This design comes from an exercise in tuning for small area and a short achievable clock period on the open sky130 flow, not from production work. No functional check of the RTL was part of any run shown here. Power figures rest on the tool's default switching activity, not on a simulated workload.

`design/flow/standard.sh`:
```
#!/bin/bash
# synth_recipe.tcl (not shown) runs the flow's synth.tcl, then flattens the netlist and writes it again
# the make line also repeats each setting of config.mk as NAME=value (left out here)
make -C /OpenROAD-flow-scripts/flow DESIGN_CONFIG=/design/flow/config.mk WORK_HOME=/design/flow/orfs CLKGATE_MAP_FILE= SYNTH_SCRIPT=/design/flow/synth_recipe.tcl "${@:-finish}"
```
`design/flow/constraint.sdc`:
```
create_clock -name core_clock -period 7.2 [get_ports {clk}]
set_input_delay 1.4400 -clock core_clock [delete_from_list [all_inputs] [get_ports {clk}]]
set_output_delay 1.4400 -clock core_clock [all_outputs]
set_load 0.01 [all_outputs]
```
`design/flow/flow/run.sh`:
```
#!/bin/bash
# The standard layout, with the port buffers made of plain buffers (sky130
# buf_1, which the resizer may upsize) instead of the delay-cell buffers that
# buffer_ports picks by default.
set -euo pipefail
export BUFFER_PORTS_ARGS="-buffer_cell sky130_fd_sc_hd__buf_1"
bash standard.sh > standard.log 2>&1
```
`design/flow/config.mk`:
```
export PLATFORM = sky130hd
export DESIGN_NAME = alu16bit
export DESIGN_NICKNAME = alu16bit
export VERILOG_FILES = /design/flow/design.v
export SDC_FILE = /design/flow/constraint.sdc
export NUM_CORES = 4
export LEC_CHECK = 0
export ABC_AREA = 0
export CAP_MARGIN = 20
export CORE_MARGIN = 2
export CORE_UTILIZATION = 40
export GPL_TIMING_DRIVEN = 0
export SLEW_MARGIN = 20
export SYNTH_HIERARCHICAL = 1
```
`design/flow/design.v`:
```
module alu16bit (
  input clk,
  input reset,
  input [2:0] operation,
  input [15:0] operand_A,
  input [15:0] operand_B,
  output reg [31:0] result,
  output reg carry_flag,
  output reg zero_flag
);
  wire [15:0] a = operand_A;
  wire [15:0] b = operand_B;
  wire is_add = ~reset & (operation == 3'd0);
  wire is_sub = ~reset & (operation == 3'd1);
  wire is_mul = ~reset & (operation == 3'd2);
  wire [15:0] m = is_mul ? b : {15'd0, is_add | is_sub};
  reg [15:0] cv;
  always @(*) begin
    if (reset) cv = 16'd0;
    else
    case (operation)
      3'd0: cv = b;
      3'd1: cv = ~b;
      3'd3: cv = a & b;
      3'd4: cv = a | b;
      3'd5: cv = ~(a & b);
      3'd6: cv = ~(a | b);
      3'd7: cv = a ^ b;
      default: cv = 16'd0;
    endcase
  end
  wire cin = is_sub;
  wire [15:0] cvn;
  wire t00 = ~(is_sub | (~reset & (operation == 3'd5 || operation == 3'd6)));
  wire t01 = ~(is_add | (~reset & (operation == 3'd4 || operation == 3'd5 || operation == 3'd7)));
  wire t10 = ~(is_sub | (~reset & (operation == 3'd4 || operation == 3'd5 || operation == 3'd7)));
  wire t11 = ~(is_add | (~reset & (operation == 3'd3 || operation == 3'd4)));
  genvar cb;
  generate for (cb = 0; cb < 16; cb = cb + 1) begin : g_cv
    cvbit ucv (a[cb], b[cb], t00, t01, t10, t11, cvn[cb]);
  end endgenerate
  wire is_sub_n = ~is_sub;
  wire [15:0] an = ~a;
  wire [15:0] mn = ~m;
  wire p1;
  nor2 up1 (an[0], mn[0], p1);
  wire p2;
  nor2 up2 (an[1], mn[0], p2);
  wire p3;
  nor2 up3 (an[2], mn[0], p3);
  wire p4;
  nor2 up4 (an[3], mn[0], p4);
  wire p5;
  nor2 up5 (an[4], mn[0], p5);
  wire p6;
  nor2 up6 (an[5], mn[0], p6);
  wire p7;
  nor2 up7 (an[6], mn[0], p7);
  wire p8;
  nor2 up8 (an[7], mn[0], p8);
  wire p9;
  nor2 up9 (an[8], mn[0], p9);
  wire p10;
  nor2 up10 (an[9], mn[0], p10);
  wire p11;
  nor2 up11 (an[10], mn[0], p11);
  wire p12;
  nor2 up12 (an[11], mn[0], p12);
  wire p13;
  nor2 up13 (an[12], mn[0], p13);
  wire p14;
  nor2 up14 (an[13], mn[0], p14);
  wire p15;
  nor2 up15 (an[14], mn[0], p15);
  wire p16;
  nor2 up16 (an[15], mn[0], p16);
  wire p17;
  o21ai up17 (an[0], mn[1], cvn[1], p17);
  wire p18;
  o21ai up18 (an[1], mn[1], cvn[2], p18);
  wire p19;
  o21ai up19 (an[2], mn[1], cvn[3], p19);
  wire p20;
  o21ai up20 (an[3], mn[1], cvn[4], p20);
  wire p21;
  o21ai up21 (an[4], mn[1], cvn[5], p21);
  wire p22;
  o21ai up22 (an[5], mn[1], cvn[6], p22);
  wire p23;
  o21ai up23 (an[6], mn[1], cvn[7], p23);
  wire p24;
  o21ai up24 (an[7], mn[1], cvn[8], p24);
  wire p25;
  o21ai up25 (an[8], mn[1], cvn[9], p25);
  wire p26;
  o21ai up26 (an[9], mn[1], cvn[10], p26);
  wire p27;
  o21ai up27 (an[10], mn[1], cvn[11], p27);
  wire p28;
  o21ai up28 (an[11], mn[1], cvn[12], p28);
  wire p29;
  o21ai up29 (an[12], mn[1], cvn[13], p29);
  wire p30;
  o21ai up30 (an[13], mn[1], cvn[14], p30);
  wire p31;
  o21ai up31 (an[14], mn[1], cvn[15], p31);
  wire p32;
  nor2 up32 (an[15], mn[1], p32);
  wire p33;
  nor2 up33 (an[0], mn[2], p33);
  wire p34;
  nor2 up34 (an[1], mn[2], p34);
  wire p35;
  nor2 up35 (an[2], mn[2], p35);
  wire p36;
  nor2 up36 (an[3], mn[2], p36);
  wire p37;
  nor2 up37 (an[4], mn[2], p37);
  wire p38;
  nor2 up38 (an[5], mn[2], p38);
  wire p39;
  nor2 up39 (an[6], mn[2], p39);
  wire p40;
  nor2 up40 (an[7], mn[2], p40);
  wire p41;
  nor2 up41 (an[8], mn[2], p41);
  wire p42;
  nor2 up42 (an[9], mn[2], p42);
  wire p43;
  nor2 up43 (an[10], mn[2], p43);
  wire p44;
  nor2 up44 (an[11], mn[2], p44);
  wire p45;
  nor2 up45 (an[12], mn[2], p45);
  wire p46;
  nor2 up46 (an[13], mn[2], p46);
  wire p47;
  nor2 up47 (an[14], mn[2], p47);
  wire p48;
  nor2 up48 (an[15], mn[2], p48);
  wire p49;
  nor2 up49 (an[0], mn[3], p49);
  wire p50;
  nor2 up50 (an[1], mn[3], p50);
  wire p51;
  nor2 up51 (an[2], mn[3], p51);
  wire p52;
  nor2 up52 (an[3], mn[3], p52);
  wire p53;
  nor2 up53 (an[4], mn[3], p53);
  wire p54;
  nor2 up54 (an[5], mn[3], p54);
  wire p55;
  nor2 up55 (an[6], mn[3], p55);
  wire p56;
  nor2 up56 (an[7], mn[3], p56);
  wire p57;
  nor2 up57 (an[8], mn[3], p57);
  wire p58;
  nor2 up58 (an[9], mn[3], p58);
  wire p59;
  nor2 up59 (an[10], mn[3], p59);
  wire p60;
  nor2 up60 (an[11], mn[3], p60);
  wire p61;
  nor2 up61 (an[12], mn[3], p61);
  wire p62;
  nor2 up62 (an[13], mn[3], p62);
  wire p63;
  nor2 up63 (an[14], mn[3], p63);
  wire p64;
  nor2 up64 (an[15], mn[3], p64);
  wire p65;
  nor2 up65 (an[0], mn[4], p65);
  wire p66;
  nor2 up66 (an[1], mn[4], p66);
  wire p67;
  nor2 up67 (an[2], mn[4], p67);
  wire p68;
  nor2 up68 (an[3], mn[4], p68);
  wire p69;
  nor2 up69 (an[4], mn[4], p69);
  wire p70;
  nor2 up70 (an[5], mn[4], p70);
  wire p71;
  nor2 up71 (an[6], mn[4], p71);
  wire p72;
  nor2 up72 (an[7], mn[4], p72);
  wire p73;
  nor2 up73 (an[8], mn[4], p73);
  wire p74;
  nor2 up74 (an[9], mn[4], p74);
  wire p75;
  nor2 up75 (an[10], mn[4], p75);
  wire p76;
  nor2 up76 (an[11], mn[4], p76);
  wire p77;
  nor2 up77 (an[12], mn[4], p77);
  wire p78;
  nor2 up78 (an[13], mn[4], p78);
  wire p79;
  nor2 up79 (an[14], mn[4], p79);
  wire p80;
  nor2 up80 (an[15], mn[4], p80);
  wire p81;
  nor2 up81 (an[0], mn[5], p81);
  wire p82;
  nor2 up82 (an[1], mn[5], p82);
  wire p83;
  nor2 up83 (an[2], mn[5], p83);
  wire p84;
  nor2 up84 (an[3], mn[5], p84);
  wire p85;
  nor2 up85 (an[4], mn[5], p85);
  wire p86;
  nor2 up86 (an[5], mn[5], p86);
  wire p87;
  nor2 up87 (an[6], mn[5], p87);
  wire p88;
  nor2 up88 (an[7], mn[5], p88);
  wire p89;
  nor2 up89 (an[8], mn[5], p89);
  wire p90;
  nor2 up90 (an[9], mn[5], p90);
  wire p91;
  nor2 up91 (an[10], mn[5], p91);
  wire p92;
  nor2 up92 (an[11], mn[5], p92);
  wire p93;
  nor2 up93 (an[12], mn[5], p93);
  wire p94;
  nor2 up94 (an[13], mn[5], p94);
  wire p95;
  nor2 up95 (an[14], mn[5], p95);
  wire p96;
  nor2 up96 (an[15], mn[5], p96);
  wire p97;
  nor2 up97 (an[0], mn[6], p97);
  wire p98;
  nor2 up98 (an[1], mn[6], p98);
  wire p99;
  nor2 up99 (an[2], mn[6], p99);
  wire p100;
  nor2 up100 (an[3], mn[6], p100);
  wire p101;
  nor2 up101 (an[4], mn[6], p101);
  wire p102;
  nor2 up102 (an[5], mn[6], p102);
  wire p103;
  nor2 up103 (an[6], mn[6], p103);
  wire p104;
  nor2 up104 (an[7], mn[6], p104);
  wire p105;
  nor2 up105 (an[8], mn[6], p105);
  wire p106;
  nor2 up106 (an[9], mn[6], p106);
  wire p107;
  nor2 up107 (an[10], mn[6], p107);
  wire p108;
  nor2 up108 (an[11], mn[6], p108);
  wire p109;
  nor2 up109 (an[12], mn[6], p109);
  wire p110;
  nor2 up110 (an[13], mn[6], p110);
  wire p111;
  nor2 up111 (an[14], mn[6], p111);
  wire p112;
  nor2 up112 (an[15], mn[6], p112);
  wire p113;
  nor2 up113 (an[0], mn[7], p113);
  wire p114;
  nor2 up114 (an[1], mn[7], p114);
  wire p115;
  nor2 up115 (an[2], mn[7], p115);
  wire p116;
  nor2 up116 (an[3], mn[7], p116);
  wire p117;
  nor2 up117 (an[4], mn[7], p117);
  wire p118;
  nor2 up118 (an[5], mn[7], p118);
  wire p119;
  nor2 up119 (an[6], mn[7], p119);
  wire p120;
  nor2 up120 (an[7], mn[7], p120);
  wire p121;
  nor2 up121 (an[8], mn[7], p121);
  wire p122;
  nor2 up122 (an[9], mn[7], p122);
  wire p123;
  nor2 up123 (an[10], mn[7], p123);
  wire p124;
  nor2 up124 (an[11], mn[7], p124);
  wire p125;
  nor2 up125 (an[12], mn[7], p125);
  wire p126;
  nor2 up126 (an[13], mn[7], p126);
  wire p127;
  nor2 up127 (an[14], mn[7], p127);
  wire p128;
  nor2 up128 (an[15], mn[7], p128);
  wire p129;
  nor2 up129 (an[0], mn[8], p129);
  wire p130;
  nor2 up130 (an[1], mn[8], p130);
  wire p131;
  nor2 up131 (an[2], mn[8], p131);
  wire p132;
  nor2 up132 (an[3], mn[8], p132);
  wire p133;
  nor2 up133 (an[4], mn[8], p133);
  wire p134;
  nor2 up134 (an[5], mn[8], p134);
  wire p135;
  nor2 up135 (an[6], mn[8], p135);
  wire p136;
  nor2 up136 (an[7], mn[8], p136);
  wire p137;
  nor2 up137 (an[8], mn[8], p137);
  wire p138;
  nor2 up138 (an[9], mn[8], p138);
  wire p139;
  nor2 up139 (an[10], mn[8], p139);
  wire p140;
  nor2 up140 (an[11], mn[8], p140);
  wire p141;
  nor2 up141 (an[12], mn[8], p141);
  wire p142;
  nor2 up142 (an[13], mn[8], p142);
  wire p143;
  nor2 up143 (an[14], mn[8], p143);
  wire p144;
  nor2 up144 (an[15], mn[8], p144);
  wire p145;
  nor2 up145 (an[0], mn[9], p145);
  wire p146;
  nor2 up146 (an[1], mn[9], p146);
  wire p147;
  nor2 up147 (an[2], mn[9], p147);
  wire p148;
  nor2 up148 (an[3], mn[9], p148);
  wire p149;
  nor2 up149 (an[4], mn[9], p149);
  wire p150;
  nor2 up150 (an[5], mn[9], p150);
  wire p151;
  nor2 up151 (an[6], mn[9], p151);
  wire p152;
  nor2 up152 (an[7], mn[9], p152);
  wire p153;
  nor2 up153 (an[8], mn[9], p153);
  wire p154;
  nor2 up154 (an[9], mn[9], p154);
  wire p155;
  nor2 up155 (an[10], mn[9], p155);
  wire p156;
  nor2 up156 (an[11], mn[9], p156);
  wire p157;
  nor2 up157 (an[12], mn[9], p157);
  wire p158;
  nor2 up158 (an[13], mn[9], p158);
  wire p159;
  nor2 up159 (an[14], mn[9], p159);
  wire p160;
  nor2 up160 (an[15], mn[9], p160);
  wire p161;
  nor2 up161 (an[0], mn[10], p161);
  wire p162;
  nor2 up162 (an[1], mn[10], p162);
  wire p163;
  nor2 up163 (an[2], mn[10], p163);
  wire p164;
  nor2 up164 (an[3], mn[10], p164);
  wire p165;
  nor2 up165 (an[4], mn[10], p165);
  wire p166;
  nor2 up166 (an[5], mn[10], p166);
  wire p167;
  nor2 up167 (an[6], mn[10], p167);
  wire p168;
  nor2 up168 (an[7], mn[10], p168);
  wire p169;
  nor2 up169 (an[8], mn[10], p169);
  wire p170;
  nor2 up170 (an[9], mn[10], p170);
  wire p171;
  nor2 up171 (an[10], mn[10], p171);
  wire p172;
  nor2 up172 (an[11], mn[10], p172);
  wire p173;
  nor2 up173 (an[12], mn[10], p173);
  wire p174;
  nor2 up174 (an[13], mn[10], p174);
  wire p175;
  nor2 up175 (an[14], mn[10], p175);
  wire p176;
  nor2 up176 (an[15], mn[10], p176);
  wire p177;
  nor2 up177 (an[0], mn[11], p177);
  wire p178;
  nor2 up178 (an[1], mn[11], p178);
  wire p179;
  nor2 up179 (an[2], mn[11], p179);
  wire p180;
  nor2 up180 (an[3], mn[11], p180);
  wire p181;
  nor2 up181 (an[4], mn[11], p181);
  wire p182;
  nor2 up182 (an[5], mn[11], p182);
  wire p183;
  nor2 up183 (an[6], mn[11], p183);
  wire p184;
  nor2 up184 (an[7], mn[11], p184);
  wire p185;
  nor2 up185 (an[8], mn[11], p185);
  wire p186;
  nor2 up186 (an[9], mn[11], p186);
  wire p187;
  nor2 up187 (an[10], mn[11], p187);
  wire p188;
  nor2 up188 (an[11], mn[11], p188);
  wire p189;
  nor2 up189 (an[12], mn[11], p189);
  wire p190;
  nor2 up190 (an[13], mn[11], p190);
  wire p191;
  nor2 up191 (an[14], mn[11], p191);
  wire p192;
  nor2 up192 (an[15], mn[11], p192);
  wire p193;
  nor2 up193 (an[0], mn[12], p193);
  wire p194;
  nor2 up194 (an[1], mn[12], p194);
  wire p195;
  nor2 up195 (an[2], mn[12], p195);
  wire p196;
  nor2 up196 (an[3], mn[12], p196);
  wire p197;
  nor2 up197 (an[4], mn[12], p197);
  wire p198;
  nor2 up198 (an[5], mn[12], p198);
  wire p199;
  nor2 up199 (an[6], mn[12], p199);
  wire p200;
  nor2 up200 (an[7], mn[12], p200);
  wire p201;
  nor2 up201 (an[8], mn[12], p201);
  wire p202;
  nor2 up202 (an[9], mn[12], p202);
  wire p203;
  nor2 up203 (an[10], mn[12], p203);
  wire p204;
  nor2 up204 (an[11], mn[12], p204);
  wire p205;
  nor2 up205 (an[12], mn[12], p205);
  wire p206;
  nor2 up206 (an[13], mn[12], p206);
  wire p207;
  nor2 up207 (an[14], mn[12], p207);
  wire p208;
  nor2 up208 (an[15], mn[12], p208);
  wire p209;
  nor2 up209 (an[0], mn[13], p209);
  wire p210;
  nor2 up210 (an[1], mn[13], p210);
  wire p211;
  nor2 up211 (an[2], mn[13], p211);
  wire p212;
  nor2 up212 (an[3], mn[13], p212);
  wire p213;
  nor2 up213 (an[4], mn[13], p213);
  wire p214;
  nor2 up214 (an[5], mn[13], p214);
  wire p215;
  nor2 up215 (an[6], mn[13], p215);
  wire p216;
  nor2 up216 (an[7], mn[13], p216);
  wire p217;
  nor2 up217 (an[8], mn[13], p217);
  wire p218;
  nor2 up218 (an[9], mn[13], p218);
  wire p219;
  nor2 up219 (an[10], mn[13], p219);
  wire p220;
  nor2 up220 (an[11], mn[13], p220);
  wire p221;
  nor2 up221 (an[12], mn[13], p221);
  wire p222;
  nor2 up222 (an[13], mn[13], p222);
  wire p223;
  nor2 up223 (an[14], mn[13], p223);
  wire p224;
  nor2 up224 (an[15], mn[13], p224);
  wire p225;
  nor2 up225 (an[0], mn[14], p225);
  wire p226;
  nor2 up226 (an[1], mn[14], p226);
  wire p227;
  nor2 up227 (an[2], mn[14], p227);
  wire p228;
  nor2 up228 (an[3], mn[14], p228);
  wire p229;
  nor2 up229 (an[4], mn[14], p229);
  wire p230;
  nor2 up230 (an[5], mn[14], p230);
  wire p231;
  nor2 up231 (an[6], mn[14], p231);
  wire p232;
  nor2 up232 (an[7], mn[14], p232);
  wire p233;
  nor2 up233 (an[8], mn[14], p233);
  wire p234;
  nor2 up234 (an[9], mn[14], p234);
  wire p235;
  nor2 up235 (an[10], mn[14], p235);
  wire p236;
  nor2 up236 (an[11], mn[14], p236);
  wire p237;
  nor2 up237 (an[12], mn[14], p237);
  wire p238;
  nor2 up238 (an[13], mn[14], p238);
  wire p239;
  nor2 up239 (an[14], mn[14], p239);
  wire p240;
  nor2 up240 (an[15], mn[14], p240);
  wire p241;
  nor2 up241 (an[0], mn[15], p241);
  wire p242;
  o21ai up242 (an[1], mn[15], is_sub_n, p242);
  wire p243;
  o21ai up243 (an[2], mn[15], is_sub_n, p243);
  wire p244;
  o21ai up244 (an[3], mn[15], is_sub_n, p244);
  wire p245;
  o21ai up245 (an[4], mn[15], is_sub_n, p245);
  wire p246;
  o21ai up246 (an[5], mn[15], is_sub_n, p246);
  wire p247;
  o21ai up247 (an[6], mn[15], is_sub_n, p247);
  wire p248;
  o21ai up248 (an[7], mn[15], is_sub_n, p248);
  wire p249;
  o21ai up249 (an[8], mn[15], is_sub_n, p249);
  wire p250;
  o21ai up250 (an[9], mn[15], is_sub_n, p250);
  wire p251;
  o21ai up251 (an[10], mn[15], is_sub_n, p251);
  wire p252;
  o21ai up252 (an[11], mn[15], is_sub_n, p252);
  wire p253;
  o21ai up253 (an[12], mn[15], is_sub_n, p253);
  wire p254;
  o21ai up254 (an[13], mn[15], is_sub_n, p254);
  wire p255;
  o21ai up255 (an[14], mn[15], is_sub_n, p255);
  wire p256;
  o21ai up256 (an[15], mn[15], is_sub_n, p256);
  wire n257, n258;
  ha un257 (p14, p44, n257, n258);
  wire n259, n260;
  fa un259 (p15, p45, p60, n259, n260);
  wire n261, n262;
  ha un261 (p75, p90, n261, n262);
  wire n263, n264;
  fa un263 (p16, p46, p61, n263, n264);
  wire n265, n266;
  fa un265 (p76, p91, p106, n265, n266);
  wire n267, n268;
  ha un267 (p121, p136, n267, n268);
  wire n269, n270;
  fa un269 (p32, p47, p62, n269, n270);
  wire n271, n272;
  fa un271 (p77, p92, p107, n271, n272);
  wire n273, n274;
  ha un273 (p122, p137, n273, n274);
  wire n275, n276;
  fa un275 (p48, p63, p78, n275, n276);
  wire n277, n278;
  fa un277 (p93, p108, p123, n277, n278);
  wire n279, n280;
  fa un279 (p64, p79, p94, n279, n280);
  wire n281, n282;
  ha un281 (p10, p40, n281, n282);
  wire n283, n284;
  fa un283 (p11, p41, p56, n283, n284);
  wire n285, n286;
  ha un285 (p71, p86, n285, n286);
  wire n287, n288;
  fa un287 (p12, p42, p57, n287, n288);
  wire n289, n290;
  fa un289 (p72, p87, p102, n289, n290);
  wire n291, n292;
  ha un291 (p117, p132, n291, n292);
  wire n293, n294;
  fa un293 (p13, p43, p58, n293, n294);
  wire n295, n296;
  fa un295 (p73, p88, p103, n295, n296);
  wire n297, n298;
  fa un297 (p118, p133, p148, n297, n298);
  wire n299, n300;
  ha un299 (p163, p178, n299, n300);
  wire n301, n302;
  fa un301 (p59, p74, p89, n301, n302);
  wire n303, n304;
  fa un303 (p104, p119, p134, n303, n304);
  wire n305, n306;
  fa un305 (p149, p164, p179, n305, n306);
  wire n307, n308;
  fa un307 (p194, p209, p29, n307, n308);
  wire n309, n310;
  fa un309 (p105, p120, p135, n309, n310);
  wire n311, n312;
  fa un311 (p150, p165, p180, n311, n312);
  wire n313, n314;
  fa un313 (p195, p210, p225, n313, n314);
  wire n315, n316;
  fa un315 (p30, n258, n261, n315, n316);
  wire n317, n318;
  fa un317 (p151, p166, p181, n317, n318);
  wire n319, n320;
  fa un319 (p196, p211, p226, n319, n320);
  wire n321, n322;
  fa un321 (p241, p31, n262, n321, n322);
  wire n323, n324;
  fa un323 (n267, n260, n263, n323, n324);
  wire n325, n326;
  fa un325 (p152, p167, p182, n325, n326);
  wire n327, n328;
  fa un327 (p197, p212, p227, n327, n328);
  wire n329, n330;
  fa un329 (p242, n268, n273, n329, n330);
  wire n331, n332;
  fa un331 (n264, n266, n269, n331, n332);
  wire n333, n334;
  fa un333 (p138, p153, p168, n333, n334);
  wire n335, n336;
  fa un335 (p183, p198, p213, n335, n336);
  wire n337, n338;
  fa un337 (p228, p243, n274, n337, n338);
  wire n339, n340;
  fa un339 (n270, n272, n275, n339, n340);
  wire n341, n342;
  fa un341 (p109, p124, p139, n341, n342);
  wire n343, n344;
  fa un343 (p154, p169, p184, n343, n344);
  wire n345, n346;
  fa un345 (p199, p214, p229, n345, n346);
  wire n347, n348;
  fa un347 (p244, n276, n278, n347, n348);
  wire n349, n350;
  fa un349 (p80, p95, p110, n349, n350);
  wire n351, n352;
  fa un351 (p125, p140, p155, n351, n352);
  wire n353, n354;
  fa un353 (p170, p185, p200, n353, n354);
  wire n355, n356;
  fa un355 (p215, p230, p245, n355, n356);
  wire n357, n358;
  fa un357 (p96, p111, p126, n357, n358);
  wire n359, n360;
  fa un359 (p141, p156, p171, n359, n360);
  wire n361, n362;
  fa un361 (p186, p201, p216, n361, n362);
  wire n363, n364;
  fa un363 (p112, p127, p142, n363, n364);
  wire n365, n366;
  fa un365 (p157, p172, p187, n365, n366);
  wire n367, n368;
  fa un367 (p128, p143, p158, n367, n368);
  wire n369, n370;
  ha un369 (p7, p37, n369, n370);
  wire n371, n372;
  fa un371 (p8, p38, p53, n371, n372);
  wire n373, n374;
  ha un373 (p68, p83, n373, n374);
  wire n375, n376;
  fa un375 (p9, p39, p54, n375, n376);
  wire n377, n378;
  fa un377 (p69, p84, p99, n377, n378);
  wire n379, n380;
  ha un379 (p114, p129, n379, n380);
  wire n381, n382;
  fa un381 (p55, p70, p85, n381, n382);
  wire n383, n384;
  fa un383 (p100, p115, p130, n383, n384);
  wire n385, n386;
  fa un385 (p145, p25, n281, n385, n386);
  wire n387, n388;
  fa un387 (p101, p116, p131, n387, n388);
  wire n389, n390;
  fa un389 (p146, p161, p26, n389, n390);
  wire n391, n392;
  fa un391 (n282, n285, n283, n391, n392);
  wire n393, n394;
  fa un393 (p147, p162, p177, n393, n394);
  wire n395, n396;
  fa un395 (p27, n286, n291, n395, n396);
  wire n397, n398;
  fa un397 (n284, n287, n289, n397, n398);
  wire n399, n400;
  fa un399 (p193, p28, n292, n399, n400);
  wire n401, n402;
  fa un401 (n299, n288, n290, n401, n402);
  wire n403, n404;
  fa un403 (n293, n295, n297, n403, n404);
  wire n405, n406;
  fa un405 (n300, n257, n294, n405, n406);
  wire n407, n408;
  fa un407 (n296, n298, n301, n407, n408);
  wire n409, n410;
  fa un409 (n303, n305, n307, n409, n410);
  wire n411, n412;
  fa un411 (n302, n304, n306, n411, n412);
  wire n413, n414;
  fa un413 (n308, n259, n309, n413, n414);
  wire n415, n416;
  fa un415 (n311, n313, n315, n415, n416);
  wire n417, n418;
  fa un417 (n310, n312, n314, n417, n418);
  wire n419, n420;
  fa un419 (n265, n317, n319, n419, n420);
  wire n421, n422;
  fa un421 (n316, n321, n323, n421, n422);
  wire n423, n424;
  fa un423 (n318, n320, n271, n423, n424);
  wire n425, n426;
  fa un425 (n325, n327, n322, n425, n426);
  wire n427, n428;
  fa un427 (n329, n324, n331, n427, n428);
  wire n429, n430;
  fa un429 (n326, n328, n277, n429, n430);
  wire n431, n432;
  fa un431 (n333, n335, n330, n431, n432);
  wire n433, n434;
  fa un433 (n337, n332, n339, n433, n434);
  wire n435, n436;
  fa un435 (n334, n336, n279, n435, n436);
  wire n437, n438;
  fa un437 (n341, n343, n345, n437, n438);
  wire n439, n440;
  fa un439 (n338, n340, n347, n439, n440);
  wire n441, n442;
  fa un441 (n342, n344, n346, n441, n442);
  wire n443, n444;
  fa un443 (n280, n349, n351, n443, n444);
  wire n445, n446;
  fa un445 (n353, n355, n348, n445, n446);
  wire n447, n448;
  fa un447 (p231, p246, n350, n447, n448);
  wire n449, n450;
  fa un449 (n352, n354, n356, n449, n450);
  wire n451, n452;
  fa un451 (n357, n359, n361, n451, n452);
  wire n453, n454;
  fa un453 (p202, p217, p232, n453, n454);
  wire n455, n456;
  fa un455 (p247, n358, n360, n455, n456);
  wire n457, n458;
  fa un457 (n362, n363, n365, n457, n458);
  wire n459, n460;
  fa un459 (p173, p188, p203, n459, n460);
  wire n461, n462;
  fa un461 (p218, p233, p248, n461, n462);
  wire n463, n464;
  fa un463 (n364, n366, n367, n463, n464);
  wire n465, n466;
  fa un465 (p144, p159, p174, n465, n466);
  wire n467, n468;
  fa un467 (p189, p204, p219, n467, n468);
  wire n469, n470;
  fa un469 (p234, p249, n368, n469, n470);
  wire n471, n472;
  fa un471 (p160, p175, p190, n471, n472);
  wire n473, n474;
  fa un473 (p205, p220, p235, n473, n474);
  wire n475, n476;
  fa un475 (p176, p191, p206, n475, n476);
  wire n477, n478;
  ha un477 (p5, p35, n477, n478);
  wire n479, n480;
  fa un479 (p6, p36, p51, n479, n480);
  wire n481, n482;
  ha un481 (p66, p81, n481, n482);
  wire n483, n484;
  fa un483 (p52, p67, p82, n483, n484);
  wire n485, n486;
  fa un485 (p97, p22, n369, n485, n486);
  wire n487, n488;
  fa un487 (p98, p113, p23, n487, n488);
  wire n489, n490;
  fa un489 (n370, n373, n371, n489, n490);
  wire n491, n492;
  fa un491 (p24, n374, n379, n491, n492);
  wire n493, n494;
  fa un493 (n372, n375, n377, n493, n494);
  wire n495, n496;
  fa un495 (n380, n376, n378, n495, n496);
  wire n497, n498;
  fa un497 (n381, n383, n385, n497, n498);
  wire n499, n500;
  fa un499 (n382, n384, n387, n499, n500);
  wire n501, n502;
  fa un501 (n389, n386, n391, n501, n502);
  wire n503, n504;
  fa un503 (n388, n390, n393, n503, n504);
  wire n505, n506;
  fa un505 (n395, n392, n397, n505, n506);
  wire n507, n508;
  fa un507 (n394, n396, n399, n507, n508);
  wire n509, n510;
  fa un509 (n398, n401, n403, n509, n510);
  wire n511, n512;
  fa un511 (n400, n402, n404, n511, n512);
  wire n513, n514;
  fa un513 (n405, n407, n409, n513, n514);
  wire n515, n516;
  fa un515 (n406, n408, n411, n515, n516);
  wire n517, n518;
  fa un517 (n410, n413, n415, n517, n518);
  wire n519, n520;
  fa un519 (n412, n414, n417, n519, n520);
  wire n521, n522;
  fa un521 (n419, n416, n421, n521, n522);
  wire n523, n524;
  fa un523 (n418, n420, n423, n523, n524);
  wire n525, n526;
  fa un525 (n425, n422, n427, n525, n526);
  wire n527, n528;
  fa un527 (n424, n429, n426, n527, n528);
  wire n529, n530;
  fa un529 (n431, n428, n433, n529, n530);
  wire n531, n532;
  fa un531 (n430, n435, n437, n531, n532);
  wire n533, n534;
  fa un533 (n432, n434, n439, n533, n534);
  wire n535, n536;
  fa un535 (n436, n438, n441, n535, n536);
  wire n537, n538;
  fa un537 (n443, n445, n440, n537, n538);
  wire n539, n540;
  fa un539 (n442, n444, n447, n539, n540);
  wire n541, n542;
  fa un541 (n449, n451, n446, n541, n542);
  wire n543, n544;
  fa un543 (n453, n448, n450, n543, n544);
  wire n545, n546;
  fa un545 (n452, n455, n457, n545, n546);
  wire n547, n548;
  fa un547 (n454, n459, n461, n547, n548);
  wire n549, n550;
  fa un549 (n456, n458, n463, n549, n550);
  wire n551, n552;
  fa un551 (n460, n462, n465, n551, n552);
  wire n553, n554;
  fa un553 (n467, n464, n469, n553, n554);
  wire n555, n556;
  fa un555 (p250, n466, n468, n555, n556);
  wire n557, n558;
  fa un557 (n471, n473, n470, n557, n558);
  wire n559, n560;
  fa un559 (p221, p236, p251, n559, n560);
  wire n561, n562;
  fa un561 (n472, n474, n475, n561, n562);
  wire n563, n564;
  fa un563 (p192, p207, p222, n563, n564);
  wire n565, n566;
  fa un565 (p237, p252, n476, n565, n566);
  wire n567, n568;
  fa un567 (p208, p223, p238, n567, n568);
  wire n569, n570;
  ha un569 (p4, p34, n569, n570);
  wire n571, n572;
  fa un571 (p50, p65, p20, n571, n572);
  wire n573, n574;
  fa un573 (p21, n478, n481, n573, n574);
  wire n575, n576;
  fa un575 (n482, n480, n483, n575, n576);
  wire n577, n578;
  fa un577 (n484, n487, n486, n577, n578);
  wire n579, n580;
  fa un579 (n488, n491, n490, n579, n580);
  wire n581, n582;
  fa un581 (n492, n494, n495, n581, n582);
  wire n583, n584;
  fa un583 (n496, n499, n498, n583, n584);
  wire n585, n586;
  fa un585 (n500, n503, n502, n585, n586);
  wire n587, n588;
  fa un587 (n504, n507, n506, n587, n588);
  wire n589, n590;
  fa un589 (n508, n510, n511, n589, n590);
  wire n591, n592;
  fa un591 (n512, n515, n514, n591, n592);
  wire n593, n594;
  fa un593 (n516, n519, n518, n593, n594);
  wire n595, n596;
  fa un595 (n520, n523, n522, n595, n596);
  wire n597, n598;
  fa un597 (n524, n527, n526, n597, n598);
  wire n599, n600;
  fa un599 (n528, n531, n533, n599, n600);
  wire n601, n602;
  fa un601 (n532, n535, n534, n601, n602);
  wire n603, n604;
  fa un603 (n536, n539, n538, n603, n604);
  wire n605, n606;
  fa un605 (n540, n543, n545, n605, n606);
  wire n607, n608;
  fa un607 (n547, n544, n546, n607, n608);
  wire n609, n610;
  fa un609 (n548, n551, n550, n609, n610);
  wire n611, n612;
  fa un611 (n552, n555, n557, n611, n612);
  wire n613, n614;
  fa un613 (n559, n556, n561, n613, n614);
  wire n615, n616;
  fa un615 (n560, n563, n562, n615, n616);
  wire n617, n618;
  fa un617 (p253, n564, n567, n617, n618);
  wire n619, n620;
  fa un619 (p224, p239, p254, n619, n620);
  wire n621, n622;
  ha un621 (p3, p33, n621, n622);
  wire n623, n624;
  fa un623 (p49, p19, n569, n623, n624);
  wire n625, n626;
  fa un625 (n570, n477, n571, n625, n626);
  wire n627, n628;
  fa un627 (n572, n479, n573, n627, n628);
  wire n629, n630;
  fa un629 (n574, n485, n575, n629, n630);
  wire n631, n632;
  fa un631 (n576, n489, n577, n631, n632);
  wire n633, n634;
  fa un633 (n493, n578, n579, n633, n634);
  wire n635, n636;
  fa un635 (n497, n580, n581, n635, n636);
  wire n637, n638;
  fa un637 (n582, n501, n583, n637, n638);
  wire n639, n640;
  fa un639 (n505, n584, n585, n639, n640);
  wire n641, n642;
  fa un641 (n509, n586, n587, n641, n642);
  wire n643, n644;
  fa un643 (n513, n588, n589, n643, n644);
  wire n645, n646;
  fa un645 (n517, n590, n591, n645, n646);
  wire n647, n648;
  fa un647 (n592, n521, n593, n647, n648);
  wire n649, n650;
  fa un649 (n525, n594, n595, n649, n650);
  wire n651, n652;
  fa un651 (n529, n596, n597, n651, n652);
  wire n653, n654;
  fa un653 (n530, n598, n599, n653, n654);
  wire n655, n656;
  fa un655 (n537, n600, n601, n655, n656);
  wire n657, n658;
  fa un657 (n541, n602, n603, n657, n658);
  wire n659, n660;
  fa un659 (n542, n605, n604, n659, n660);
  wire n661, n662;
  fa un661 (n549, n607, n606, n661, n662);
  wire n663, n664;
  fa un663 (n553, n608, n609, n663, n664);
  wire n665, n666;
  fa un665 (n554, n610, n611, n665, n666);
  wire n667, n668;
  fa un667 (n558, n613, n612, n667, n668);
  wire n669, n670;
  fa un669 (n565, n614, n615, n669, n670);
  wire n671, n672;
  fa un671 (n566, n617, n616, n671, n672);
  wire n673, n674;
  fa un673 (n568, n619, n618, n673, n674);
  wire n675, n676;
  fa un675 (p240, p255, n620, n675, n676);
  wire n677, n678;
  fa un677 (cin, p1, cv[0], n677, n678);
  wire n679, n680;
  fa un679 (p2, p17, n678, n679, n680);
  wire n681, n682;
  fa un681 (p18, n621, n680, n681, n682);
  wire n683, n684;
  fa un683 (n622, n623, n682, n683, n684);
  wire n685, n686;
  fa un685 (n624, n625, n684, n685, n686);
  wire n687, n688;
  fa un687 (n626, n627, n686, n687, n688);
  wire n689, n690;
  fa un689 (n628, n629, n688, n689, n690);
  wire n691, n692;
  ha un691 (n630, n631, n691, n692);
  wire n693, n694;
  ha un693 (n632, n633, n693, n694);
  wire n695, n696;
  ha un695 (n634, n635, n695, n696);
  wire n697, n698;
  ha un697 (n636, n637, n697, n698);
  wire n699, n700;
  ha un699 (n638, n639, n699, n700);
  wire n701, n702;
  ha un701 (n640, n641, n701, n702);
  wire n703, n704;
  ha un703 (n642, n643, n703, n704);
  wire n705, n706;
  ha un705 (n644, n645, n705, n706);
  wire n707, n708;
  ha un707 (n646, n647, n707, n708);
  wire n709, n710;
  ha un709 (n648, n649, n709, n710);
  wire n711, n712;
  ha un711 (n650, n651, n711, n712);
  wire n713, n714;
  ha un713 (n652, n653, n713, n714);
  wire n715, n716;
  ha un715 (n654, n655, n715, n716);
  wire n717, n718;
  ha un717 (n656, n657, n717, n718);
  wire n719, n720;
  ha un719 (n658, n659, n719, n720);
  wire n721, n722;
  ha un721 (n660, n661, n721, n722);
  wire n723, n724;
  ha un723 (n662, n663, n723, n724);
  wire n725, n726;
  ha un725 (n664, n665, n725, n726);
  wire n727, n728;
  ha un727 (n666, n667, n727, n728);
  wire n729, n730;
  ha un729 (n668, n669, n729, n730);
  wire n731, n732;
  ha un731 (n670, n671, n731, n732);
  wire n733, n734;
  ha un733 (n672, n673, n733, n734);
  wire n735, n736;
  ha un735 (n674, n675, n735, n736);
  wire n737, n738;
  ha un737 (n676, p256, n737, n738);
  wire n739;
  aoi21 un739 (n691, n690, n692, n739);
  wire n740;
  aoi21 un740 (n695, n694, n696, n740);
  wire n741;
  nand2 un741 (n695, n693, n741);
  wire n742;
  aoi21 un742 (n699, n698, n700, n742);
  wire n743;
  nand2 un743 (n699, n697, n743);
  wire n744;
  aoi21 un744 (n703, n702, n704, n744);
  wire n745;
  nand2 un745 (n703, n701, n745);
  wire n746;
  aoi21 un746 (n707, n706, n708, n746);
  wire n747;
  nand2 un747 (n707, n705, n747);
  wire n748;
  aoi21 un748 (n711, n710, n712, n748);
  wire n749;
  nand2 un749 (n711, n709, n749);
  wire n750;
  aoi21 un750 (n715, n714, n716, n750);
  wire n751;
  nand2 un751 (n715, n713, n751);
  wire n752;
  aoi21 un752 (n719, n718, n720, n752);
  wire n753;
  nand2 un753 (n719, n717, n753);
  wire n754;
  aoi21 un754 (n723, n722, n724, n754);
  wire n755;
  nand2 un755 (n723, n721, n755);
  wire n756;
  aoi21 un756 (n727, n726, n728, n756);
  wire n757;
  nand2 un757 (n727, n725, n757);
  wire n758;
  aoi21 un758 (n731, n730, n732, n758);
  wire n759;
  nand2 un759 (n731, n729, n759);
  wire n760;
  aoi21 un760 (n735, n734, n736, n760);
  wire n761;
  nand2 un761 (n735, n733, n761);
  wire n762;
  aoi21 un762 (is_sub, n738, 1'b0, n762);
  wire n763;
  nand2 un763 (is_sub, n737, n763);
  wire n764;
  oai21 un764 (n741, n739, n740, n764);
  wire n765;
  oai21 un765 (n745, n742, n744, n765);
  wire n766;
  nor2 un766 (n745, n743, n766);
  wire n767;
  oai21 un767 (n749, n746, n748, n767);
  wire n768;
  nor2 un768 (n749, n747, n768);
  wire n769;
  oai21 un769 (n753, n750, n752, n769);
  wire n770;
  nor2 un770 (n753, n751, n770);
  wire n771;
  oai21 un771 (n757, n754, n756, n771);
  wire n772;
  nor2 un772 (n757, n755, n772);
  wire n773;
  oai21 un773 (n761, n758, n760, n773);
  wire n774;
  nor2 un774 (n761, n759, n774);
  wire n775;
  aoi21 un775 (n766, n764, n765, n775);
  wire n776;
  aoi21 un776 (n770, n767, n769, n776);
  wire n777;
  nand2 un777 (n770, n768, n777);
  wire n778;
  aoi21 un778 (n774, n771, n773, n778);
  wire n779;
  nand2 un779 (n774, n772, n779);
  wire n780;
  oai21 un780 (n777, n775, n776, n780);
  wire n781;
  inv1 un781 (n780, n781);
  wire n782;
  oai21 un782 (n779, n781, n778, n782);
  wire n783;
  inv1 un783 (n775, n783);
  wire n784;
  aoi21 un784 (n768, n783, n767, n784);
  wire n785;
  aoi21 un785 (n772, n780, n771, n785);
  wire n786;
  inv1 un786 (n764, n786);
  wire n787;
  oai21 un787 (n743, n786, n742, n787);
  wire n788;
  oai21 un788 (n747, n775, n746, n788);
  wire n789;
  oai21 un789 (n751, n784, n750, n789);
  wire n790;
  inv1 un790 (n780, n790);
  wire n791;
  oai21 un791 (n755, n790, n754, n791);
  wire n792;
  oai21 un792 (n759, n785, n758, n792);
  wire n793;
  inv1 un793 (n782, n793);
  wire n794;
  oai21 un794 (n763, n793, n762, n794);
  wire n795;
  inv1 un795 (n739, n795);
  wire n796;
  aoi21 un796 (n693, n795, n694, n796);
  wire n797;
  aoi21 un797 (n697, n764, n698, n797);
  wire n798;
  aoi21 un798 (n701, n787, n702, n798);
  wire n799;
  inv1 un799 (n775, n799);
  wire n800;
  aoi21 un800 (n705, n799, n706, n800);
  wire n801;
  aoi21 un801 (n709, n788, n710, n801);
  wire n802;
  inv1 un802 (n784, n802);
  wire n803;
  aoi21 un803 (n713, n802, n714, n803);
  wire n804;
  aoi21 un804 (n717, n789, n718, n804);
  wire n805;
  aoi21 un805 (n721, n780, n722, n805);
  wire n806;
  aoi21 un806 (n725, n791, n726, n806);
  wire n807;
  inv1 un807 (n785, n807);
  wire n808;
  aoi21 un808 (n729, n807, n730, n808);
  wire n809;
  aoi21 un809 (n733, n792, n734, n809);
  wire n810;
  aoi21 un810 (n737, n782, n738, n810);
  wire n811;
  xor2 un811 (n691, n690, n811);
  wire n812;
  xnor2 un812 (n693, n739, n812);
  wire n813;
  xnor2 un813 (n695, n796, n813);
  wire n814;
  xor2 un814 (n697, n764, n814);
  wire n815;
  xnor2 un815 (n699, n797, n815);
  wire n816;
  xor2 un816 (n701, n787, n816);
  wire n817;
  xnor2 un817 (n703, n798, n817);
  wire n818;
  xnor2 un818 (n705, n775, n818);
  wire n819;
  xnor2 un819 (n707, n800, n819);
  wire n820;
  xor2 un820 (n709, n788, n820);
  wire n821;
  xnor2 un821 (n711, n801, n821);
  wire n822;
  xnor2 un822 (n713, n784, n822);
  wire n823;
  xnor2 un823 (n715, n803, n823);
  wire n824;
  xor2 un824 (n717, n789, n824);
  wire n825;
  xnor2 un825 (n719, n804, n825);
  wire n826;
  xor2 un826 (n721, n780, n826);
  wire n827;
  xnor2 un827 (n723, n805, n827);
  wire n828;
  xor2 un828 (n725, n791, n828);
  wire n829;
  xnor2 un829 (n727, n806, n829);
  wire n830;
  xnor2 un830 (n729, n785, n830);
  wire n831;
  xnor2 un831 (n731, n808, n831);
  wire n832;
  xor2 un832 (n733, n792, n832);
  wire n833;
  xnor2 un833 (n735, n809, n833);
  wire n834;
  xor2 un834 (n737, n782, n834);
  wire n835;
  xnor2 un835 (is_sub, n810, n835);
  wire [31:0] s = {n835, n834, n833, n832, n831, n830, n829, n828, n827, n826, n825, n824, n823, n822, n821, n820, n819, n818, n817, n816, n815, n814, n813, n812, n811, n689, n687, n685, n683, n681, n679, n677};
  wire borrow = is_sub & s[16];
  wire zero_lo = (s[15:0] == 16'd0);
  wire zero_mul = (a == 16'd0) | (b == 16'd0);
  wire [31:0] r = s;
  wire z_e = ~reset & ~is_mul & ~(|s[11:0]);
  wire z_m = ~reset & is_mul & zero_mul;
  wire z_l1, z_l2, z;
  nor2 uz1 (s[15], s[14], z_l1);
  nor2 uz2 (s[13], s[12], z_l2);
  a31o uz3 (z_l1, z_l2, z_e, z_m, z);
  always @(posedge clk) begin
    result     <= r;
    carry_flag <= borrow;
    zero_flag  <= z;
  end
endmodule
module fa (input a, input b, input c, output s, output co);
  assign s = a ^ b ^ c;
  assign co = (a & b) | (a & c) | (b & c);
endmodule
module ha (input a, input b, output s, output co);
  assign s = a ^ b;
  assign co = a & b;
endmodule
module xor2 (input a, input b, output y);
  assign y = a ^ b;
endmodule
module xnor2 (input a, input b, output y);
  assign y = ~(a ^ b);
endmodule
module nand2 (input a, input b, output y);
  assign y = ~(a & b);
endmodule
module nor2 (input a, input b, output y);
  assign y = ~(a | b);
endmodule
module inv1 (input a, output y);
  assign y = ~a;
endmodule
module a31o (input a, input b, input c, input d, output y);
  assign y = (a & b & c) | d;
endmodule
module cvbit (input a, input b, input t00, input t01, input t10, input t11, output y);
  assign y = a ? (b ? t11 : t10) : (b ? t01 : t00);
endmodule
module aoi21 (input a, input b, input c, output y);
  assign y = ~((a & b) | c);
endmodule
module o21ai (input a, input b, input c, output y);
  assign y = ~((a | b) & c);
endmodule
module oai21 (input a, input b, input c, output y);
  assign y = ~((a | b) & c);
endmodule
```
==> results of run 1 <==
path summary, 6_finish.rpt:
| kind | startpoint | endpoint |
|---|---|---|
| setup / recovery | operation[2] | result[29] |
| hold / removal | operation[0] | carry_flag |
cell families after synthesis:
logic type,after synthesis,share of synthesized area [%]
mux,16,4.534
buf+inv,29,1.631
simple gates,293,15.51
flops,34,8.873
compound gates,83,7.079
fa+ha+maj,243,59.40
xor+xnor,26,2.969
per-layer routing:
| layer | vias to the layer above | track usage, % |
|---|---|---|
| li1 | 2530 | - |
| met1 | 3091 | 30.07 |
| met2 | 306 | 38.39 |
| met3 | 32 | 3.600 |
| met4 | 0 | 7.504 |
| met5 | - | 0 |
layout make-up:
class	count	share of cell area (%)
inverters	26	1.184
well taps	234	3.420
repair buffers	75	3.712
clock inverters	3	0.8039
flip-flops and latches	34	7.951
clock buffers	5	1.462
multi-input cells	661	81.15
plain buffers	3	0.3215
Yosys stat by module (local to each module, per instance):
module    cells  flip-flops and latches
inv1          1                       0
cvbit         1                       0
fa            1                       0
a31o          1                       0
xnor2         1                       0
nor2          1                       0
ha            1                       0
oai21         1                       0
o21ai         1                       0
xor2          1                       0
aoi21         1                       0
nand2         1                       0
alu16bit    116                      34
flip-flops by register name, summed over array words and instances, names as in the netlist:
name and count:
carry_flag 1, result 32, zero_flag 1
power by group through the flow:
| stage | Clock (mW) | Combinational (mW) | Sequential (mW) |
|---|---|---|---|
| after detailed placement | 0 | 0.374 | 0.239 |
| after global placement | 0 | 0.371 | 0.240 |
| final | 0.304 | 0.379 | 0.235 |
| after floorplan | 0 | 0.232 | 0.261 |
| after global routing | 0.318 | 0.424 | 0.240 |
| after CTS | 0.311 | 0.378 | 0.235 |
cell usage after synthesis:
master	n	share of area [%]
a21oi_2	29	3.3
buf_6	2	0.29
nor2_1	237	12
nand2b_4	1	0.18
xor2_1	9	1.0
dfxtp_1	34	8.9
a31o_1	1	0.11
nor4_1	11	0.90
o21bai_1	2	0.20
a21boi_1	1	0.098
a21oi_1	3	0.20
o21ai_1	43	2.8
and2_1	1	0.082
nand3_1	1	0.065
o32a_1	1	0.13
o21ai_0	1	0.065
or2_2	3	0.24
xnor2_1	17	1.9
and2b_2	2	0.23
mux4_2	15	4.4
and3_1	1	0.082
mux2i_1	1	0.13
and4b_2	1	0.15
inv_1	26	1.3
fa_1	202	53
a31oi_1	2	0.16
ha_1	41	6.7
nand4_1	2	0.16
buf_2	1	0.065
nand3b_1	1	0.098
nor3_4	1	0.21
nand2_1	31	1.5
what timing repair did:
| action | 4_1_cts | 5_1_grt |
|---|---|---|
| endpoints found under the setup margin | 9 | 11 |
| hold buffers | 0 | 0 |
| endpoints found under the hold margin | 0 | 0 |
| setup buffers | 0 | 6 |
| gates resized for setup | 17 | 8 |
| cloned | 0 | 0 |
| pin swaps | 0 | 1 |
metrics by stage:
stage          setup slack (ns)  cells  setup TNS, ns  hold WS [ns]  utilization (%)
2_1_floorplan            0.4855    724              0         1.674                -
3_3_place_gp            -0.6708   1027         -5.485         1.827            43.81
3_5_place_dp            -0.7077   1027         -5.934         1.824            43.81
4_1_cts                0.007064   1035              0         1.605            45.12
5_1_grt                 0.01444   1041              0         1.616            45.61
6_report                 0.3779   1041              0         1.608            45.61
==> key figures, run 1 <==
Floorplan
  • Core area: 18,770 um^2
  • Die Y-Extent: 142.5 um
  • Die area: 20,300 um^2
  • Initial core utilization: 40.87%
  • Num rows: 50
  • Width of the die: 142.5 um
  • I/O pin total: 71

Routing
  • DR WL/cell: 20.71 um
  • Post-route ant nets: 0
  • Total wire length: 21,560 um
  • Initial DRC Count: 383
  • Top routing layer in use: met4
  • Pre-antenna DRT Iters: 5
  • Via count: 5,959
  • Metal3 WL: 1671 um
  • DRT met1 WL: 8696 um
  • Met2 routed WL: 10,670 um
  • # DRC: 0
  • Number of vias per cell: 5.724

Synth
  • Synth Cell Area: 7671 um^2
  • Distinct cell type count after synthesis: 32
  • Mapped Cells: 724
  • Post-synthesis register bit count: 34
  • Sequential element share of the synthesized area: 8.873%
  • Net count of the mapped netlist: 1,004
  • Ys Warns: 7
  • Synth Area per Inst: 10.60 um^2

Power and ir drop
  • Clock power frac: 33.2%
  • Logic pwr share: 41.3%
  • P_sw: 0.3487 mW
  • Tot Pwr: 0.9177 mW
  • Sw Share: 38.00%
  • Sequential share of power: 25.6%
  • Pint: 0.5690 mW
  • Peak supply drop: 85.46 uV
  • Power Density: 107.2 nW/um^2
  • Leak pwr: 4.233 nW

Timing
  • Minimum clock period: 6.822 ns
  • Hold Vio Cnt, Final: 0
  • Final worst-path cycle share: 94.75%
  • RSZ-0062 raised after global routing: false
  • Max Freq: 0.1466 GHz
  • Final Setup Violations: 0
  • Worst-margin pin slew: 0.8041 ns
  • Final Max Tran Viols: 0
  • Slew HR: 46.33%

Global routing
  • Largest net degree at the start of global routing: 18
  • Number of global-route vias before repair: 6,609
  • GRT overflow: 0
  • Antenna violations before repair: 0
  • GRT Total Usage: 22.74%
  • Global-route wire length before repair: 35,300 um

Clock network
  • Htree depth: 2
  • CTS tree: built
  • CTS Buf Count: 5
  • Root buffer cell: clkbuf_16
  • Clk pin slew, worst setup/hold paths: 0.06 ns
  • # clock sinks: 34
  • Max Buffers Root-to-Sink: 2

Final layout
  • Sequential Area: 680.7 um^2
  • Number of fill cells: 1,783
  • Area of the multi-input gates: 6947 um^2
  • Leading cell type in the layout, fill and taps excluded: nor2_1
  • N_diodes: 0
  • Most frequent cells in the layout: 237 x nor2_1, 202 x fa_1, 68 x buf_1
  • P&R area growth vs syn: 11.60%
  • Cell area after layout: 8561 um^2
  • Nets: 1,086
  • Layout cells sized above 1: 11.03%

Critical path
  • Critical path cell sequence: buf_1 > buf_2 > a21oi_1 > or2_2 > mux4_2 > o21ai_1 > fa_1 > fa_1 > fa_1 > fa_1 > fa_1 > ha_1 > nand2_1 > nor2_1 > nand2_1 > o21ai_4 > a21oi_2 > o21ai_1 > a21oi_2 > xnor2_1
  • CP Class: input pin to register
  • Top cell by count, worst path: fa_1
  • Crit-path max FO: 15
  • CP max-delay cell: fa_1
  • Delay-heaviest family, CP: adder cells
  • Max stage delay on crit path: 0.57 ns
  • CP Buf/Inv Count: 2
  • Worst Path Required: 7.39 ns
  • Crit path arrival time: 7.01 ns
  • CP Launch Type: input pin
  • Crit end category: register
  • Stages on worst setup path: 20

Job
  • Total of max-cap violations: 0

Place
  • Final HPWL from detailed placement: 15,780 um
  • Port bufs: 69
  • Placed instance area: 8223 um^2
  • Final GP Congestion: 0.8473

Run status
  • Run status: complete, no violations

Hold path
  • Hold crit path type: input pin to register
  • Hold-critical path depth: 3
==> inputs of run 2 (changes only) <==
--- a/design/flow/config.mk
+++ b/design/flow/config.mk
@@ -12,2 +12,3 @@
 export GPL_TIMING_DRIVEN = 0
+export SETUP_SLACK_MARGIN = 0.5
 export SLEW_MARGIN = 20
==> key figures, run 2 <==
Power and ir drop
  • Tot Pwr: 0.9436 mW
  • Leak pwr: 4.291 nW
  • Peak supply drop: 76.50 uV
  • Power Density: 105.6 nW/um^2

Job
  • Total of max-cap violations: 0

Synth
  • Async SR Flop Fraction: 0%
  • Synth cell count leaders: 237 x nor2_1, 202 x fa_1, 43 x o21ai_1
  • Share of the synthesized area in the top cell type: 52.72%
  • EDFF count, synth: 0
  • Post-synthesis register bit count: 34
  • Distinct cell type count after synthesis: 32
  • Primary FF master, synth: dfxtp_1
  • Synth Area per Inst: 10.60 um^2
  • Ys Warns: 7
  • Ranking of synthesized cells by area: fa_1 53%, nor2_1 12%, dfxtp_1 8.9%
  • Net count of the mapped netlist: 1,004
  • Mapped Cells: 724
  • Largest area contributor in the netlist: fa_1
  • Sequential element share of the synthesized area: 8.873%
  • Most common cell in the netlist: nor2_1
  • Synth Cell Area: 7671 um^2

Place
  • Final GP Congestion: 0.8592
  • Pre-CTS WS: -0.6786 ns
  • Final HPWL from detailed placement: 15,820 um
  • DP Cell Count: 1,027
  • Port bufs: 69
  • Placed instance area: 8233 um^2

Floorplan
  • Die area: 20,300 um^2
  • I/O pin total: 71
  • Num rows: 50
  • Die Y-Extent: 142.5 um
  • Initial core utilization: 40.87%
  • Width of the die: 142.5 um
  • Core area: 18,770 um^2

Hold path
  • Hold crit path type: input pin to register

Final layout
  • Most frequent cells in the layout: 220 x nor2_1, 201 x fa_1, 67 x buf_1
  • Cell area after layout: 8940 um^2
  • Nets: 1,088
  • Max reg flops: 32
  • Layout cells sized above 1: 14.83%
  • N_diodes: 0
  • Reg with most FFs: result
  • Post-route insts no fill: 1,043
  • Leading cell type in the layout, fill and taps excluded: nor2_1
  • Top flop regs: result (32), carry_flag (1), zero_flag (1)
  • P&R area growth vs syn: 16.54%

Timing
  • Slew HR: 46.96%
  • Hold Vio Cnt, Final: 0
  • Worst-margin pin slew: 0.7947 ns
  • Max Freq: 0.1535 GHz
  • RSZ-0062 raised after global routing: true
  • Final Setup Violations: 0
  • Final Max Tran Viols: 0
  • Final worst-path cycle share: 90.50%
  • Post-route setup slack: 0.6837 ns
  • Minimum clock period: 6.516 ns

Clock network
  • Root buffer cell: clkbuf_16
  • Max Buffers Root-to-Sink: 2
  • Clk pin slew, worst setup/hold paths: 0.07 ns
  • # clock sinks: 34
  • Hold_buf cts: 0
  • CTS tree: built
  • Htree depth: 2
  • CTS Buf Count: 5

Routing
  • DR WL/cell: 20.87 um
  • Via count: 5,967
  • # DRC: 0
  • Number of vias per cell: 5.721
  • Initial DRC Count: 367
  • Total wire length: 21,770 um
  • Post-route ant nets: 0
  • Pre-antenna DRT Iters: 5

Critical path
  • Worst Path Required: 7.39 ns
  • CP Class: input pin to register
  • CP Launch Type: input pin
  • Max stage delay on crit path: 0.52 ns
  • CP max-delay cell: fa_1
  • Crit path arrival time: 6.71 ns
  • Top cell by count, worst path: fa_1
  • Crit-path max FO: 16
  • Critical path cell sequence: buf_6 > nand2b_4 > nor3_4 > buf_12 > nand2_8 > nor2_2 > fa_1 > fa_1 > fa_1 > fa_1 > fa_1 > fa_1 > ha_4 > nand2_1 > nor2_4 > nand2_1 > o21ai_4 > buf_4 > inv_1 > o21ai_2 > a21oi_2 > xnor2_1
  • Crit end category: register

Global routing
  • GRT Total Usage: 22.55%
  • Global-route wire length before repair: 34,780 um
  • GRT overflow: 0
  • Largest net degree at the start of global routing: 17
  • Number of global-route vias before repair: 6,455
  • Antenna violations before repair: 0

Run status
  • Run status: complete, no violations
==> run 2: cell counts after synthesis <==
No cell type changed its count.
==> run 2: logic make-up after synthesis <==
group | count (synthesis) | synth area share (%)
xor+xnor | 26 | 2.969
flops | 34 | 8.873
simple gates | 293 | 15.51
compound gates | 83 | 7.079
buf+inv | 29 | 1.631
mux | 16 | 4.534
fa+ha+maj | 243 | 59.40
==> run 2: report_power, final <==
| part | leakage, nW | internal (mW) | switching [mW] |
|---|---|---|---|
| registers | 0.282 | 0.227 | 0.00870 |
| logic | 3.91 | 0.157 | 0.248 |
| clock network | 0.0940 | 0.199 | 0.104 |
==> run 2: per-module statistics from Yosys (local to each module, per instance), excerpt <==
module,times used,flip-flops and latches
xnor2,16,0
oai21,13,0
cvbit,15,0
aoi21,29,0
a31o,1,0
ha,39,0
o21ai,30,0
alu16bit,1,34
inv1,8,0
nor2,233,0
nand2,13,0
==> run 2: critical path: cells and delay by family <==
family	cells	cell delay (ns)
adders and majority gates	7	3.10
and+or+nand+nor	7	1.01
buffers and inverters	4	0.55
AOI/OAI and AO/OA	3	0.48
xor gates and xnor gates	1	0.12
==> run 2: final timing paths <==
| path | startpoint | endpoint | cells past startpoint |
|---|---|---|---|
| hold / removal | operation[0] | carry_flag | 3 |
| setup / recovery | operation[0] | result[25] | 22 |
==> run 2: routing by layer <==
| layer | vias up | global-route usage [%] | part of all wire, % |
|---|---|---|---|
| met2 | 284 | 36.72 | 49 |
| met1 | 3100 | 31.18 | 40 |
| met3 | 47 | 2.961 | 6.9 |
| met5 | - | 0 | 0 |
| met4 | 0 | 7.973 | 3.4 |
| li1 | 2536 | - | - |
==> run 2: area by class of cell <==
class	count	area, um^2
clock buffer	5	125.1
buffer	3	46.29
clock inverter	3	68.82
fill	1789	9828
timing repair buffer	77	366.6
inverter	26	105.1
sequential	34	680.7
multi-input combinational	661	7254
tap	234	292.8
==> run 2: repair_timing <==
action | CTS | global route
endpoints found under the setup margin | 19 | 14
gates cloned | 0 | 1
setup buffers | 6 | 1
resized for setup | 32 | 56
pin swaps | 2 | 3
==> run 2: per-stage QoR <==
stage | utilization, % | setup TNS, ns | hold slack [ns]
after global routing | 47.63 | 0 | 1.638
after global placement | 43.87 | -4.952 | 1.827
final | 47.63 | 0 | 1.620
after detailed placement | 43.87 | -5.077 | 1.825
after CTS | 45.84 | 0 | 1.605
after floorplan | - | 0 | 1.674

==> what the ideal ports hide <==
How much do the figures lean on ideal ports? The routed layouts below were timed once more, with nothing changed but the port constraints.
Step 1 sets driving cells, clkbuf_16 on the clock port and buf_2 on the other inputs (assumed; they add their load-dependent delay and slew).
Step 2 times the ports against the registers' clock, not the clock port: input delays grow and output delays shrink by t, the midpoint of the rising clock arrivals with the driver on.
Three values: ideal ports, drivers, drivers and shift; two values: the first two.
| run | t, ns | slack for setup (ns) | hold slack, ns | latest minus earliest clock arrival (ns) |
|---|---|---|---|---|
| run 1 | 0.341 | 0.378 / 0.396 / 0.056 | 1.608 / 1.602 / 1.845 | 0.007 / 0.007 |
| run 2 | 0.340 | 0.684 / 0.695 / 0.355 | 1.620 / 1.615 / 1.845 | 0.008 / 0.008 |
After both steps setup and hold are still met in every run listed. The setup slack of run 2, which loses most, moves by +0.011 ns with the drivers and by -0.329 ns with both steps.
